Background: an optimization exercise with open tools, aiming at small area, a short achievable clock period and few clock cycles per item. Do not read the settings as production practice.
Only simulation tests tie the RTL to the original design; equivalence was not proved.

## quartz
==> flow/design.v <==
`timescale 1ns / 1ps
module ascon_fsm #(
    parameter int G_ROUNDS = 2
) (
    input  logic       clock,
    input  logic       reset_n,
    input  logic       i_sys_enable,
    input  logic       i_start,
    input  logic       i_data_valid,
    output logic       o_running,        
    output logic       o_load,           
    output logic [3:0] o_round,          
    output logic       o_enable,         
    output logic       o_xor_data,       
    output logic       o_xor_key_hi,     
    output logic       o_xor_key_lo,     
    output logic       o_xor_lsb,        
    output logic       o_want,           
    output logic       o_valid_cipher,
    output logic       o_done
);
    logic [2:0] block;                   
    logic       have;                    
    logic       n_running;
    logic [3:0] n_round;
    logic [2:0] n_block;
    logic       n_want;
    logic       n_have;
    logic       n_valid;
    logic       n_done;
    logic       last;
    logic       n_last;
    logic       n_final;
    assign last    = (o_round == 4'(12 - G_ROUNDS));
    assign n_last  = (n_round == 4'(12 - G_ROUNDS));
    assign n_final = (n_block == 3'd5);
    always_comb begin
        n_running = o_running;
        n_round   = o_round;
        n_block   = block;
        n_want    = o_want;
        n_have    = have;
        n_valid   = 1'b0;
        n_done    = 1'b0;
        if (!i_sys_enable) begin
            n_running = 1'b0;
            n_want    = 1'b0;
            n_have    = 1'b0;
        end
        else if (!o_running) begin
            if (i_start) begin
                n_running = 1'b1;
                n_round   = 4'd0;
                n_block   = 3'd0;
                n_want    = 1'b1;
                n_have    = 1'b0;
            end
        end
        else begin
            if (o_want && i_data_valid) begin
                n_want = 1'b0;
                n_have = 1'b1;
            end
            if (!last) begin
                n_round = o_round + 4'(G_ROUNDS);
            end
            else if (block == 3'd5) begin
                n_running = 1'b0;
                n_done    = 1'b1;
            end
            else if (have) begin
                n_round = (block == 3'd4) ? 4'd0 : 4'd6;
                n_block = block + 3'd1;
                n_have  = 1'b0;
                n_want  = (block != 3'd4);
                n_valid = (block != 3'd0);
            end
        end
    end
    always_ff @(posedge clock or negedge reset_n) begin
        if (!reset_n) begin
            o_running      <= 1'b0;
            o_round        <= 4'd0;
            block          <= 3'd0;
            o_want         <= 1'b0;
            have           <= 1'b0;
            o_valid_cipher <= 1'b0;
            o_done         <= 1'b0;
            o_enable       <= 1'b1;
            o_load         <= 1'b1;
            o_xor_data     <= 1'b1;
            o_xor_key_hi   <= 1'b1;
            o_xor_key_lo   <= 1'b0;
            o_xor_lsb      <= 1'b0;
        end
        else begin
            o_running      <= n_running;
            o_round        <= n_round;
            block          <= n_block;
            o_want         <= n_want;
            have           <= n_have;
            o_valid_cipher <= n_valid;
            o_done         <= n_done;
            o_enable       <= !(n_running && n_last && !n_final && !n_have);
            o_load         <= !n_running;
            o_xor_data     <= !n_running || (n_last && !n_final);
            o_xor_key_hi   <= !n_running || (n_last && (n_block == 3'd4));
            o_xor_key_lo   <= n_running && n_last && ((n_block == 3'd0) || n_final);
            o_xor_lsb      <= n_running && n_last && (n_block == 3'd1);
        end
    end
endmodule
`timescale 1ns / 1ps
module addition_layer
(
    input  logic [  3:0] i_round,
    input  logic [319:0] i_state,
    output logic [319:0] o_state
);
    assign o_state[319:136] = i_state[319:136];
    assign o_state[135:128] = i_state[135:128] ^ {~i_round, i_round};
    assign o_state[127:0]   = i_state[127:0];
endmodule
`timescale 1ns / 1ps
module sbox
(
    input  logic [4:0] i_data,
    output logic [4:0] o_data
);
    logic a0, a1, a2, a3, a4;
    logic b0, b1, b2, b3, b4;
    assign a0 = i_data[4] ^ i_data[0];
    assign a1 = i_data[3];
    assign a2 = i_data[2] ^ i_data[3];
    assign a3 = i_data[1];
    assign a4 = i_data[0] ^ i_data[1];
    assign b0 = a0 ^ (~a1 & a2);
    assign b1 = a1 ^ (~a2 & a3);
    assign b2 = a2 ^ (~a3 & a4);
    assign b3 = a3 ^ (~a4 & a0);
    assign b4 = a4 ^ (~a0 & a1);
    assign o_data[4] = b0 ^ b4;
    assign o_data[3] = b1 ^ b0;
    assign o_data[2] = ~b2;
    assign o_data[1] = b3 ^ b2;
    assign o_data[0] = b4;
endmodule
`timescale 1ns / 1ps
module substitution_layer
(
    input  logic [319:0] i_state,
    output logic [319:0] o_state
);
    for (genvar i = 0; i < 64; i++) begin : g_sbox
        sbox sbox_i (
            .i_data({i_state[256+i], i_state[192+i], i_state[128+i], i_state[64+i], i_state[i]}),
            .o_data({o_state[256+i], o_state[192+i], o_state[128+i], o_state[64+i], o_state[i]})
        );
    end
endmodule
`timescale 1ns / 1ps
module diffusion_layer
(
    input  logic [319:0] i_state,
    output logic [319:0] o_state
);
    logic [63:0] x0, x1, x2, x3, x4;
    assign {x0, x1, x2, x3, x4} = i_state;
    assign o_state[319:256] = x0 ^ {x0[18:0], x0[63:19]} ^ {x0[27:0], x0[63:28]};
    assign o_state[255:192] = x1 ^ {x1[60:0], x1[63:61]} ^ {x1[38:0], x1[63:39]};
    assign o_state[191:128] = x2 ^ {x2[0], x2[63:1]} ^ {x2[5:0], x2[63:6]};
    assign o_state[127:64]  = x3 ^ {x3[9:0], x3[63:10]} ^ {x3[16:0], x3[63:17]};
    assign o_state[63:0]    = x4 ^ {x4[6:0], x4[63:7]} ^ {x4[40:0], x4[63:41]};
endmodule
`timescale 1ns / 1ps
module permutation #(
    parameter int G_ROUNDS = 2
) (
    input  logic [319:0] i_state,
    input  logic [  3:0] i_round,
    output logic [319:0] o_state
);
    logic [320*(G_ROUNDS+1)-1:0] s;
    assign s[319:0] = i_state;
    for (genvar i = 0; i < G_ROUNDS; i++) begin : g_round
        logic [  3:0] r;
        logic [319:0] added;
        logic [319:0] substituted;
        if ((G_ROUNDS & (G_ROUNDS - 1)) == 0) begin : g_or
            assign r = i_round | 4'(i);
        end
        else begin : g_add
            assign r = i_round + 4'(i);
        end
        addition_layer addition_layer_i (
            .i_round(r),
            .i_state(s[320*i+:320]),
            .o_state(added)
        );
        substitution_layer substitution_layer_i (
            .i_state(added),
            .o_state(substituted)
        );
        diffusion_layer diffusion_layer_i (
            .i_state(substituted),
            .o_state(s[320*(i+1)+:320])
        );
    end
    assign o_state = s[320*G_ROUNDS+:320];
endmodule
`timescale 1ns / 1ps
module ascon
(
    input  logic         clock,
    input  logic         reset_n,
    input  logic         i_sys_enable,
    input  logic         i_start,
    input  logic         i_data_valid,
    input  logic [ 63:0] i_data,
    input  logic [127:0] i_key,
    input  logic [127:0] i_nonce,
    output logic [ 63:0] o_cipher,
    output logic [127:0] o_tag,
    output logic         o_valid_cipher,
    output logic         o_done,
    output logic         o_ready
);
    localparam int K = 1;   
    logic [319:0] state;
    logic [319:0] round_out;
    logic [319:0] mask;
    logic         running;
    logic         load;
    logic [  3:0] round;
    logic         enable;
    logic         xor_data;
    logic         xor_key_hi;
    logic         xor_key_lo;
    logic         xor_lsb;
    logic         want;
    logic         valid_q;
    logic         done_q;
    permutation #(.G_ROUNDS(K)) permutation_inst (
        .i_state(state),
        .i_round(round),
        .o_state(round_out)
    );
    assign mask = {
        i_data & {64{xor_data}},
        i_key & {128{xor_key_hi}},
        (i_key & {128{xor_key_lo}}) | (i_nonce & {128{load}})
    } ^ {319'd0, xor_lsb};
    always_ff @(posedge clock) begin
        if (enable) begin
            state <= (round_out & {320{running}}) ^ mask;
        end
    end
    ascon_fsm #(.G_ROUNDS(K)) ascon_fsm_inst (
        .clock         (clock),
        .reset_n       (reset_n),
        .i_sys_enable  (i_sys_enable),
        .i_start       (i_start),
        .i_data_valid  (i_data_valid),
        .o_running     (running),
        .o_load        (load),
        .o_round       (round),
        .o_enable      (enable),
        .o_xor_data    (xor_data),
        .o_xor_key_hi  (xor_key_hi),
        .o_xor_key_lo  (xor_key_lo),
        .o_xor_lsb     (xor_lsb),
        .o_want        (want),
        .o_valid_cipher(valid_q),
        .o_done        (done_q)
    );
    assign o_cipher       = state[319:256];
    assign o_tag          = state[127:0];
    assign o_valid_cipher = valid_q;
    assign o_done         = done_q;
    assign o_ready        = want;
endmodule
Settings: LEC_CHECK=0, CAP_MARGIN=20, CORE_MARGIN=2, CORE_UTILIZATION=40, SLEW_MARGIN=20, SETUP_SLACK_MARGIN=6.8, BUFFER_PORTS_ARGS=-buffer_cell sky130_fd_sc_hd__buf_1, CTS_ARGS=-sink_clustering_enable -repair_clock_nets -dont_use_dummy_load; clock period 10.0 ns.
standard.sh (not shown) runs the stock make flow with config.mk's settings and CLKGATE_MAP_FILE= SYNTH_SCRIPT=/design/flow/synth_recipe.tcl, a recipe that flattens the netlist after the stock synthesis.
==> flow/flow/run.sh <==
#!/bin/bash
set -e
echo "export SETUP_SLACK_MARGIN = 6.8" >> config.mk
echo "export BUFFER_PORTS_ARGS = -buffer_cell sky130_fd_sc_hd__buf_1" >> config.mk
echo "export CTS_ARGS = -sink_clustering_enable -repair_clock_nets -dont_use_dummy_load" >> config.mk
bash standard.sh > standard.log 2>&1
quartz has completed all stages; timing, DRC and antenna checks passed.
Testbench counts of quartz, summed over its fixed seeds: cycles 9,416, messages 192.
[inputs] juniper vs quartz
Settings: changing CORE_UTILIZATION from 40 to 60; setting PLACE_DENSITY to 0.75 for the first time; removing CTS_ARGS (formerly -sink_clustering_enable -repair_clock_nets -dont_use_dummy_load); removing BUFFER_PORTS_ARGS (formerly -buffer_cell sky130_fd_sc_hd__buf_1).
==> flow/flow/run.sh <==
#!/bin/bash
set -e
echo "export SETUP_SLACK_MARGIN = 6.8" >> config.mk
bash standard.sh > standard.log 2>&1
Notes after the runs:
Setup slack in juniper is smaller than in quartz.
[compare] base=quartz new=juniper: hold slack saw an increase, arrival time of data at the critical path endpoint saw an increase.
juniper ends up with a critical path's largest stage delay that is 50 ps lower than in quartz.
Comparing cell area for quartz and juniper, the smaller number came from quartz.
Looking at first element of the critical path, the state[98] result is from juniper; the state[279] one comes from quartz.
diff inputs: juniper => indigo
Settings: CORE_UTILIZATION: 60 -> 40; PLACE_DENSITY: 0.75 -> unset.
[summary]
Per the final summary, indigo finished and its layout is clean on timing, DRC and antenna. When indigo is measured against juniper, its die area turns out 49% higher. [indigo vs juniper] post-cts repair resize count: higher in indigo. Final worst-path cycle share in indigo vs juniper: down 0.56 points. Comparing indigo and juniper, the higher final hold slack was measured on juniper. Comparing indigo and juniper, register share of the cell area is higher on juniper. juniper -> indigo: synthesized area per cell delta 0, exact match. Sort indigo and juniper by detailed-route via count asc -> top: indigo. Run comparison: indigo worst setup path endpoint o_cipher[58]; juniper worst setup path endpoint o_tag[98]. Going from juniper to indigo, clock buffer count from CTS grew by a little under 10%.
Edits applied to the flow inputs when going from indigo to harbor:
Settings: an added BUFFER_PORTS_ARGS of -buffer_cell sky130_fd_sc_hd__buf_1.
==> flow/flow/run.sh <==
#!/bin/bash
# The standard layout (standard.sh) with these changes:
# - synthesis is synth_recipe.tcl with its ABC mapping script replaced by
#   flow/abc_area.script (an area-recovering mapping); everything else in
#   synthesis, the flip-flops included, is as in the standard synthesis;
# - the port buffers are inserted as the smallest buffer (timing repair
#   upsizes them where needed).
# Each tool's output goes to standard.log and ORFS's own logs under orfs/logs.
set -e
export MY_ABC_SCRIPT="$PWD/flow/abc_area.script"
{
  echo 'proc abc {args} { set i [lsearch -exact $args -script]; if {$i >= 0} { lset args [expr {$i + 1}] $::env(MY_ABC_SCRIPT) }; yosys abc {*}$args }'
  cat synth_recipe.tcl
} > my_synth.tcl
sed "s#SYNTH_SCRIPT=[^ ]*synth_recipe.tcl#SYNTH_SCRIPT=$PWD/my_synth.tcl#" standard.sh > my_standard.sh
grep -q "my_synth.tcl" my_standard.sh
echo "export SETUP_SLACK_MARGIN = 6.8" >> config.mk
echo "export BUFFER_PORTS_ARGS = -buffer_cell sky130_fd_sc_hd__buf_1" >> config.mk
bash my_standard.sh > standard.log 2>&1
==> flow/flow/abc_area.script (new file) <==
strash
&get -n
&st
&dch
&nf -R 1000
&put
topo
stime -c
==> comparison <==
In harbor, sum of net half-perimeters after detailed placement is lower than in indigo.
Between indigo and harbor, total number of cells along the worst setup path is lower for indigo, harbor comes in above that.
Higher smallest hold slack goes to harbor over indigo.
Against indigo, non-clock buffer count in the final layout in harbor rose by a few percent.
Lower number of distinct library cells after synthesis among indigo and harbor: harbor
When the final numbers for indigo and harbor were put side by side, the worst setup slack after placement turned out to be smaller in indigo.
Looking at fraction of area in multi-input gates, harbor sits 0.73 points lower than indigo does.
Note that the wire length after detailed routing recorded for harbor amounts to 0.920 times the value seen in indigo.
Comparing indigo and harbor, the lower XOR/XNOR share of the synthesized area was measured on harbor.
Between indigo and harbor, the flow reports count of clock-buffer cells in the layout increasing by a few percent.
Here is what was changed in the inputs of tundra compared with harbor.
Settings: removing BUFFER_PORTS_ARGS (formerly -buffer_cell sky130_fd_sc_hd__buf_1); changing SETUP_SLACK_MARGIN from 6.8 to 7.2.
==> flow/flow/run.sh <==
#!/bin/bash
set -e
echo "export SETUP_SLACK_MARGIN = 7.2" >> config.mk
bash standard.sh > standard.log 2>&1
removed: flow/flow/abc_area.script
tundra ends up with lower pre-CTS setup slack than harbor does.
Hold slack: tundra vs harbor — no meaningful difference
Going from harbor to tundra, routed wire length moved up, utilization moved up.
diff inputs: tundra => garnet
Settings: setting BUFFER_PORTS_ARGS to -buffer_cell sky130_fd_sc_hd__buf_1 for the first time; changing SETUP_SLACK_MARGIN from 7.2 to 6.8.
==> flow/flow/run.sh <==
#!/bin/bash
set -e
echo "export SETUP_SLACK_MARGIN = 6.8" >> config.mk
echo "export BUFFER_PORTS_ARGS = -buffer_cell sky130_fd_sc_hd__buf_1" >> config.mk
bash standard.sh > standard.log 2>&1
==> results.txt <==
- Comparing tundra with garnet, the fraction of met1 tracks used by global routing came out essentially unchanged.
- Worst hold slack was lower in the run labelled garnet.
- Compared with tundra, garnet shows a lower first-pass GRT wire length.
- Post-route minimum period ends up higher on garnet.

what the ideal ports hide:
Ports are ideal in the flow. The routed layouts listed here were re-timed in OpenROAD. Step 1 assumes that a clkbuf_16 drives the clock port and a buf_2 every other input. Step 2 times the ports against the registers' clock, not the clock port: input delays grow and output delays shrink by t, the midpoint of the rising clock arrivals with the driver on. Three values: no drivers, after step 1, after step 2; two values: the first two.
run	t (ns)	slack for setup (ns)	pins driven straight from the clock port
quartz	0.651	6.770 / 6.696 / 6.358	1
juniper	0.665	6.685 / 6.611 / 6.385	1
indigo	0.663	6.740 / 6.669 / 6.388	1
harbor	0.667	6.735 / 6.671 / 6.388	1
tundra	0.653	6.775 / 6.702 / 6.623	1
garnet	0.662	6.743 / 6.671 / 6.364	1
After both steps every run listed still meets setup and hold. The setup slack of quartz, which loses most, moves by -0.074 ns with the drivers and by -0.412 ns with both steps.
